This is an optimization exercise on Yosys and OpenROAD, whose aim is small area and a short achievable clock period, not a production implementation. No functional check of the RTL was part of this run. Power figures rest on the tool's default switching activity, not on a simulated workload.

<file path="flow/design.v">
module alu(
		input  FPUCLK,
		input  [31:0] A, B,
		input  [2:0]  CTRL,
		output [31:0] OUT
	);
	wire        v_in = (CTRL[2:1] == 2'b00);
	wire [31:0] ca = {A[30:0], 1'b0}, cb = {B[30:0], 1'b0};
	wire [31:0] cg0 = ca & ~cb, cl0 = ~ca & cb;
	wire [15:0] cg1, cl1;
	wire [7:0]  cg2, cl2;
	wire [3:0]  cg3, cl3;
	wire [1:0]  cg4, cl4;
	genvar ci;
	generate
		for (ci = 0; ci < 16; ci = ci + 1) begin : c1
			assign cg1[ci] = cg0[2*ci+1] | (~cl0[2*ci+1] & cg0[2*ci]);
			assign cl1[ci] = cl0[2*ci+1] | (~cg0[2*ci+1] & cl0[2*ci]);
		end
		for (ci = 0; ci < 8; ci = ci + 1) begin : c2
			assign cg2[ci] = cg1[2*ci+1] | (~cl1[2*ci+1] & cg1[2*ci]);
			assign cl2[ci] = cl1[2*ci+1] | (~cg1[2*ci+1] & cl1[2*ci]);
		end
		for (ci = 0; ci < 4; ci = ci + 1) begin : c3
			assign cg3[ci] = cg2[2*ci+1] | (~cl2[2*ci+1] & cg2[2*ci]);
			assign cl3[ci] = cl2[2*ci+1] | (~cg2[2*ci+1] & cl2[2*ci]);
		end
		for (ci = 0; ci < 2; ci = ci + 1) begin : c4
			assign cg4[ci] = cg3[2*ci+1] | (~cl3[2*ci+1] & cg3[2*ci]);
			assign cl4[ci] = cl3[2*ci+1] | (~cg3[2*ci+1] & cl3[2*ci]);
		end
	endgenerate
	wire        agb  = ~(cl4[1] | (~cg4[1] & cl4[0]));	 
	wire        ageb = ~cl3[3];					 
	wire [7:0]  dab  = A[30:23] - B[30:23];
	wire [7:0]  dba  = B[30:23] - A[30:23];
	wire [7:0]  d    = ageb ? dab : dba;
	reg  [22:0] ma0, mb0;
	reg  [7:0]  e0;
	reg  [4:0]  d0;
	reg         big0;			 
	reg         sa0, sb0, agb0, nagb0, v0;
	always @(posedge FPUCLK) begin
		ma0  <= A[22:0];
		mb0  <= B[22:0];
		e0   <= ageb ? A[30:23] : B[30:23];
		d0   <= d[4:0];
		big0 <= (d[7:5] != 3'b000);
		sa0  <= A[31];
		sb0  <= B[31] ^ CTRL[0];		 
		agb0 <= agb;
		nagb0 <= ~agb;			 
		v0   <= v_in;
	end
	wire [22:0] x1  = agb0 ? ma0 : mb0;	 
	wire [22:0] y1  = nagb0 ? ma0 : mb0;	 
	wire        sub = sa0 ^ sb0;
	wire [23:0] ys1 = {1'b1, y1} >> d0;
	reg  [22:0] xm1;
	reg  [23:0] ym1;
	reg  [7:0]  e1;
	reg         s1, sub1, big1, v1;
	always @(posedge FPUCLK) begin
		xm1  <= x1;
		ym1  <= ys1 ^ {24{sub}};
		e1   <= e0;
		s1   <= agb0 ? sa0 : sb0;
		sub1 <= sub;
		big1 <= big0;
		v1   <= v0;
	end
	wire [25:0] aa2 = {2'b01, xm1, 1'b1};
	wire [23:0] yb2 = big1 ? {24{sub1}} : ym1;	 
	wire [25:0] bb2 = {1'b0, yb2, sub1};
	wire [25:0] pp2 = aa2 ^ bb2;
	wire [25:0] sg0 = aa2 & bb2, sp0 = pp2;
	wire [25:0] sg1, sp1, sg2, sp2, sg3, sp3, sg4, sp4, sg5, sp5;
	genvar ai;
	generate
		for (ai = 0; ai < 26; ai = ai + 1) begin : sk
			if (ai & 1) begin : m1
				assign sg1[ai] = sg0[ai] | (sp0[ai] & sg0[ai - 1]);
				assign sp1[ai] = sp0[ai] & sp0[ai - 1];
			end else begin : p1
				assign sg1[ai] = sg0[ai];
				assign sp1[ai] = sp0[ai];
			end
			if (ai & 2) begin : m2
				assign sg2[ai] = sg1[ai] | (sp1[ai] & sg1[(ai & ~1) - 1]);
				assign sp2[ai] = sp1[ai] & sp1[(ai & ~1) - 1];
			end else begin : p2
				assign sg2[ai] = sg1[ai];
				assign sp2[ai] = sp1[ai];
			end
			if (ai & 4) begin : m3
				assign sg3[ai] = sg2[ai] | (sp2[ai] & sg2[(ai & ~3) - 1]);
				assign sp3[ai] = sp2[ai] & sp2[(ai & ~3) - 1];
			end else begin : p3
				assign sg3[ai] = sg2[ai];
				assign sp3[ai] = sp2[ai];
			end
			if (ai & 8) begin : m4
				assign sg4[ai] = sg3[ai] | (sp3[ai] & sg3[(ai & ~7) - 1]);
				assign sp4[ai] = sp3[ai] & sp3[(ai & ~7) - 1];
			end else begin : p4
				assign sg4[ai] = sg3[ai];
				assign sp4[ai] = sp3[ai];
			end
			if (ai & 16) begin : m5
				assign sg5[ai] = sg4[ai] | (sp4[ai] & sg4[(ai & ~15) - 1]);
				assign sp5[ai] = sp4[ai] & sp4[(ai & ~15) - 1];
			end else begin : p5
				assign sg5[ai] = sg4[ai];
				assign sp5[ai] = sp4[ai];
			end
		end
	endgenerate
	wire [25:0] sum2 = pp2 ^ {sg5[24:0], 1'b0};
	wire [24:0] r2   = {sum2[25] & ~sub1, sum2[24:1]};
	reg  [24:0] r2q;
	reg  [7:0]  e2;
	reg         s2, v2;
	always @(posedge FPUCLK) begin
		r2q <= r2;
		e2  <= e1 + 8'd2;			 
		s2  <= s1;
		v2  <= v1;
	end
	wire [31:0] lz_in = {r2q, 7'b0};
	wire [15:0] v_1;  wire [15:0] p_1;
	wire [7:0]  v_2;  wire [15:0] p_2;
	wire [3:0]  v_4;  wire [11:0] p_4;
	wire [1:0]  v_8;  wire [7:0]  p_8;
	wire [4:0]  n3;
	genvar gi;
	generate
		for (gi = 0; gi < 16; gi = gi + 1) begin : l1
			assign v_1[gi] = lz_in[2*gi+1] | lz_in[2*gi];
			assign p_1[gi] = ~lz_in[2*gi+1];
		end
		for (gi = 0; gi < 8; gi = gi + 1) begin : l2
			assign v_2[gi] = v_1[2*gi+1] | v_1[2*gi];
			assign p_2[2*gi+1:2*gi] = v_1[2*gi+1] ? {1'b0, p_1[2*gi+1]} : {1'b1, p_1[2*gi]};
		end
		for (gi = 0; gi < 4; gi = gi + 1) begin : l4
			assign v_4[gi] = v_2[2*gi+1] | v_2[2*gi];
			assign p_4[3*gi+2:3*gi] = v_2[2*gi+1] ? {1'b0, p_2[4*gi+3:4*gi+2]} : {1'b1, p_2[4*gi+1:4*gi]};
		end
		for (gi = 0; gi < 2; gi = gi + 1) begin : l8
			assign v_8[gi] = v_4[2*gi+1] | v_4[2*gi];
			assign p_8[4*gi+3:4*gi] = v_4[2*gi+1] ? {1'b0, p_4[6*gi+5:6*gi+3]} : {1'b1, p_4[6*gi+2:6*gi]};
		end
	endgenerate
	assign n3 = v_8[1] ? {1'b0, p_8[7:4]} : {1'b1, p_8[3:0]};
	wire [24:0] t16 = n3[4] ? {r2q[8:0], 16'b0} : r2q;
	wire [24:0] t8  = n3[3] ? {t16[16:0], 8'b0} : t16;
	wire [24:0] t4  = n3[2] ? {t8[20:0], 4'b0}  : t8;
	wire [24:0] t2  = n3[1] ? {t4[22:0], 2'b0}  : t4;
	wire [24:0] t1  = n3[0] ? {t2[23:0], 1'b0}  : t2;
	wire [3:0]  elo = {1'b0, e2[2:0]} + {1'b0, ~n3[2:0]};
	wire [4:0]  u0  = e2[7:3] - 5'd4;
	wire [4:0]  u1  = e2[7:3] - 5'd3;
	wire [4:0]  u2  = e2[7:3] - 5'd2;
	wire [4:0]  u3  = e2[7:3] - 5'd1;
	wire [4:0]  u4  = e2[7:3];
	reg  [4:0]  ehi0, ehi1;		 
	always @(*) begin
		case (~n3[4:3])
			2'd0: begin ehi0 = u0; ehi1 = u1; end
			2'd1: begin ehi0 = u1; ehi1 = u2; end
			2'd2: begin ehi0 = u2; ehi1 = u3; end
			default: begin ehi0 = u3; ehi1 = u4; end
		endcase
	end
	wire [7:0]  e3  = {elo[3] ? ehi1 : ehi0, elo[2:0]};
	wire        zero = ~(v_8[1] | v_8[0]);		 
	reg  [31:0] res3;
	reg         z3, nz3;		 
	always @(posedge FPUCLK) begin
		if (v2) begin
			res3 <= {s2, e3, t1[23:1]};
			z3   <= zero;
			nz3  <= ~zero;
		end
	end
	assign OUT = {res3[31:27] & {5{~z3}}, res3[26:23] & {4{nz3}}, res3[22:0]};
endmodule
</file>
<file path="flow/flow/run.sh">
#!/bin/bash
set -euo pipefail
bash standard.sh \
  "BUFFER_PORTS_ARGS=-buffer_cell sky130_fd_sc_hd__buf_1" \
  finish > make_finish.log 2>&1
</file>
<file path="flow/standard.sh">
#!/bin/bash
# synth_recipe.tcl (not shown) runs the flow's synth.tcl, then flattens the netlist and writes it again
# the make line also repeats each setting of config.mk as NAME=value (left out here)
make -C /OpenROAD-flow-scripts/flow DESIGN_CONFIG=/design/flow/config.mk WORK_HOME=/design/flow/orfs CLKGATE_MAP_FILE= SYNTH_SCRIPT=/design/flow/synth_recipe.tcl "${@:-finish}"
</file>
<file path="flow/config.mk">
export PLATFORM = sky130hd
export DESIGN_NAME = alu
export DESIGN_NICKNAME = alu
export VERILOG_FILES = /design/flow/design.v
export SDC_FILE = /design/flow/constraint.sdc
export NUM_CORES = 4
export LEC_CHECK = 0
export ABC_AREA = 1
export CAP_MARGIN = 20
export CORE_MARGIN = 2
export CORE_UTILIZATION = 40
export SETUP_SLACK_MARGIN = 3.2
export SLEW_MARGIN = 20
</file>
<file path="flow/constraint.sdc">
create_clock -name core_clock -period 5.5 [get_ports {FPUCLK}]
set_input_delay 1.1000 -clock core_clock [delete_from_list [all_inputs] [get_ports {FPUCLK}]]
set_output_delay 1.1000 -clock core_clock [all_outputs]
set_load 0.01 [all_outputs]
</file>
==> summary.txt <==
[critical path: cells and delay by family, from the launching register on]
family,cells,cell delay (ns)
buf+inv,4,0.58
xor+xnor,1,0.16
fa+ha+maj,2,0.65
simple gates,3,0.24
compound gates,1,0.17
flops,1,0.41
[power by group]
group	internal (mW)	total (mW)	switching, mW	leakage (nW)
logic	1.21	3.17	1.96	4.37
registers	1.90	2.19	0.280	1.66
clock network	0.704	1.30	0.596	0.307
total	3.82	6.65	2.84	6.33
[stage by stage]
stage                 util  power (mW)
CTS                 0.4624       6.405
detailed placement  0.4224       4.852
global route        0.4795       7.237
global placement    0.4224       4.832
floorplan                -       4.374
finish              0.4795       6.652
[what timing repair did]
| action | 4_1_cts | 5_1_grt |
|---|---|---|
| setup buffers | 28 | 21 |
| gates cloned | 7 | 4 |
| gates resized for setup | 58 | 82 |
| endpoints found under the setup margin | 90 | 72 |
| pin swaps | 15 | 22 |
[cell usage in the layout (no fill, tap or decap), types with 6 or more instances in the layout]
cell type   synthesis  final
a21oi_1            60     46
a21oi_2             1     12
a31oi_1             7      7
buf_1               4     90
buf_4              27     44
buf_6               9      8
clkbuf_16           0     17
clkbuf_2            0      8
clkinvlp_4          0      9
dfxtp_1           159    145
dfxtp_2             0     12
edfxtp_1           34     34
ha_1               50     39
ha_4                0      8
inv_1             150    140
inv_2               5      6
inv_6               0      7
mux2_2             21     21
nand2_1           484    467
nand2_2             8     15
nand2_4             2     13
nand3_1           245    243
nand4_1             7      7
nor2_1             81     71
nor2_2              3      9
nor2_4              1      6
o211ai_1            8      8
o21a_1              7      6
o21ai_0            43     36
o21ai_1             8     12
xnor2_1             8      8
xor2_1             40     40
[synth_stat cells (all sizes together)]
master and count:
buf 49, and2 2, o21ai 52, nand2 494
mux2 21, xor2 40, or2 4, clkinv 1
o21bai 6, a21o 5, o22ai 5, o21a 7
clkbuf 28, a31o 1, nand4 7, a31oi 7
o221ai 1, fa 7, xnor2 8, nand3 247
dfxtp 159, inv 156, o211ai 9, nor3 6
nand3b 3, nor2 86, ha 50, a22o 1
edfxtp 34, a21oi 62, o2111ai 2, a21boi 2
[worst max-delay path by stage]
| stage | from | to | slack [ns] | cells after the start |
|---|---|---|---|---|
| 6_report | big1$_DFF_P_ | r2q[8]$_DFF_P_ | 3.16 | 11 |
| 5_1_grt | big1$_DFF_P_ | r2q[15]$_DFF_P_ | 3.04 | 14 |
| 4_1_cts | B[24] | d0[3]$_DFF_P_ | 3.16 | 14 |
| 3_5_place_dp | B[24] | d0[3]$_DFF_P_ | 2.28 | 14 |
| 3_3_place_gp | B[24] | big0$_DFF_P_ | 2.32 | 15 |
| 2_1_floorplan | A[25] | big0$_DFF_P_ | 3.18 | 13 |
[metal layers]
metal | track usage | vias to the layer above
li1 | - | 5280
met1 | 0.2351 | 4606
met2 | 0.3223 | 279
met3 | 0.03935 | 43
met4 | 0.05298 | 0
met5 | 0 | -
[final cells by class]
cell class,instances,area (µm²)
Fill cell,2800,14460
Multi-Input combinational cell,1142,6513
Sequential cell,193,4227
Timing Repair Buffer,151,803.3
Inverter,157,638.1
Tap cell,378,473.0
Clock buffer,17,425.4
Clock inverter,15,210.2
Timing Repair inverter,4,31.28
[sequential cells by signal (all words and copies together) (netlist names), 5 cells and up]
signal and flops:
mb0 23, e1 8, xm1 23, res3 32, ma0 23, r2q 25, d0 5, ym1 24
e2 8, e0 8
[logic make-up after synthesis]
| group | share of synthesized area |
|---|---|
| fa+ha+maj | 0.06800 |
| simple gates | 0.3224 |
| compound gates | 0.08367 |
| buf+inv | 0.09422 |
| mux | 0.02100 |
| flops | 0.3733 |
| xor+xnor | 0.03733 |
==> flow_summary_export.csv <==
group,metric,value,unit
drt,first_iter_violations,574,
drt,wl,27470,µm
placed_design,place_area,11740,µm²
run,drv_cap,0,
cells_and_area,antenna_cells,0,
sta,finalWorstSetupSlack,3.165,ns
grt,grtUsageTotal,0.1868,
sta,slew_violations,0,
sta,period_share,0.4246,
critical_path,reg2regPathDepth,11,
synthesis,syn_area_per_cell,7.209,µm²
grt,grt_pass1_wl,44550,µm
critical_path,end_kind,"flop",
cells_and_area,final_nets,1791,
grt,grt_pass1_vias,9444,
placed_design,hpwlAfterDp,20270,µm
sta,slew-limit-headroom,0.5116,
critical_path,required,5.82,ns
hold_path,worstHoldPathType,"flop to flop",
critical_path,crit_slowest_cell,"dfxtp_4",
drt,vias,10210,
grt,antenna_found_initial,0,
critical_path,worstReg2RegStart,"big1$_DFF_P_",
cells_and_area,fin_cells,2057,
synthesis,ys_seq_elements,193,
cts,clock-root-buffer,"clkbuf_16",
sta,finalHoldViolations,0,
synthesis,yosysSeqAreaShare,0.3733,
sta,max_freq,0.4282,GHz
sta,whs,0.3266,ns
synthesis,syn_inst,1562,
cts,hold_buffers,0,
hold_path,min_path_cells,0,
critical_path,cp_max_fo,5,
critical_path,start_kind,"flop",
drt,wl_met1,12380,µm
grt,grt_start_max_net_pins,35,
sta,period_minus_slack,2.335,ns
hold_path,hold_end,"big1$_DFF_P_",
drt,met3WireLength,1359,µm
floorplan,die-height,171.8,µm
floorplan,design.portCount,100,
synthesis,synth_top_area_frac,0.2827,
synthesis,ys_types,50,
drt,dr_wl_met2,13220,µm
synthesis,syn_area,11260,µm²
critical_path,path_class,"flop to flop",
cells_and_area,drive_gt1_frac,0.1483,
cts,clk_latency,0.44,ns
cts,cts_num_sinks,193,
floorplan,coreArea,27780,µm²
critical_path,r2r_end,"r2q[8]$_DFF_P_",
cells_and_area,synthToLayoutAreaGrowth,18.29,%
drt,drc_errors,0,
critical_path,cp_slowest_stage_delay,0.41,ns
synthesis,yosys_warnings,1,
pwr,p_per_area,499.4,nW/µm²
critical_path,crit_arrival,2.65,ns
placed_design,gp_congestion,0.9245,
floorplan,dieArea,29510,µm²
drt,wl_per_cell,13.35,µm
drt,drt_pre_antenna_iters,7,
sta,tns,0,ns
grt,overflow,0,
sta,finalClockSkew,0.01458,ns
placed_design,post-place-cells,1965,
synthesis,synth_area_leader_cell,"dfxtp_1",
cts,worst_setup_hold_path_clk_slew,0.07,ns
drt,ant_nets,0,
drt,avgViaCountPerCell,4.963,
pwr,p_leak,6.328,nW
cts,cts_tree,"yes",
critical_path,crit_chain,"clkinvlp_4 -> buf_6 -> buf_4 -> nand2_1 -> nand2_1 -> ha_2 -> a21oi_4 -> nand3_4 -> buf_6 -> fa_2 -> xor2_1",
placed_design,detailedPlace.worstSlack,2.281,ns
drt,top_layer,"met4",
synthesis,syn_nets,1687,
critical_path,regToRegSetupSlack,3.16,ns
synthesis,synth_area_leaders,"dfxtp_1 (28%), nand2_1 (16%), nand3_1 (11%)",
sta,worst_pin_slew,0.7318,ns
hold_path,min_from,"big0$_DFF_P_",
status,status,"complete, no violations",
sta,rsz0062_at_grt,"true",
placed_design,port_buffers,99,
floorplan,rows,61,
cts,cts_buffer_depth,2,
cts,h-tree-depth,4,
floorplan,die_width,171.8,µm
floorplan,initial_core_util,0.4053,
sta,setup_viol,0,
pwr,ir_drop,0.0002123,V
cells_and_area,final_area,13320,µm²
cts,numCtsBuffers,17,

==> afterwards: timing with drivers on the ports <==
No port has a modelled driver above. Below, the same layout with a new extraction and two added sets of constraints. Step 1 sets driving cells, clkbuf_16 on the clock port and buf_2 on the other inputs (assumed; they add their load-dependent delay and slew). Step 2 moves the port delays by t, midway between the first and last clock arrival at a register: inputs arrive t later, outputs are due t later. That takes back most of the time a late clock gives input paths. Three values: ideal ports, drivers, drivers and shift; two values: the first two.
t, ns: 0.479
setup slack, ns: 3.165 / 3.165 / 2.793
hold slack, ns: 0.327 / 0.327 / 0.327
worst data-port slew with drivers (ns): 0.05
After both steps this run still meets setup and hold. The setup slack of this run moves by 0.000 ns with the drivers and by -0.372 ns with both steps.
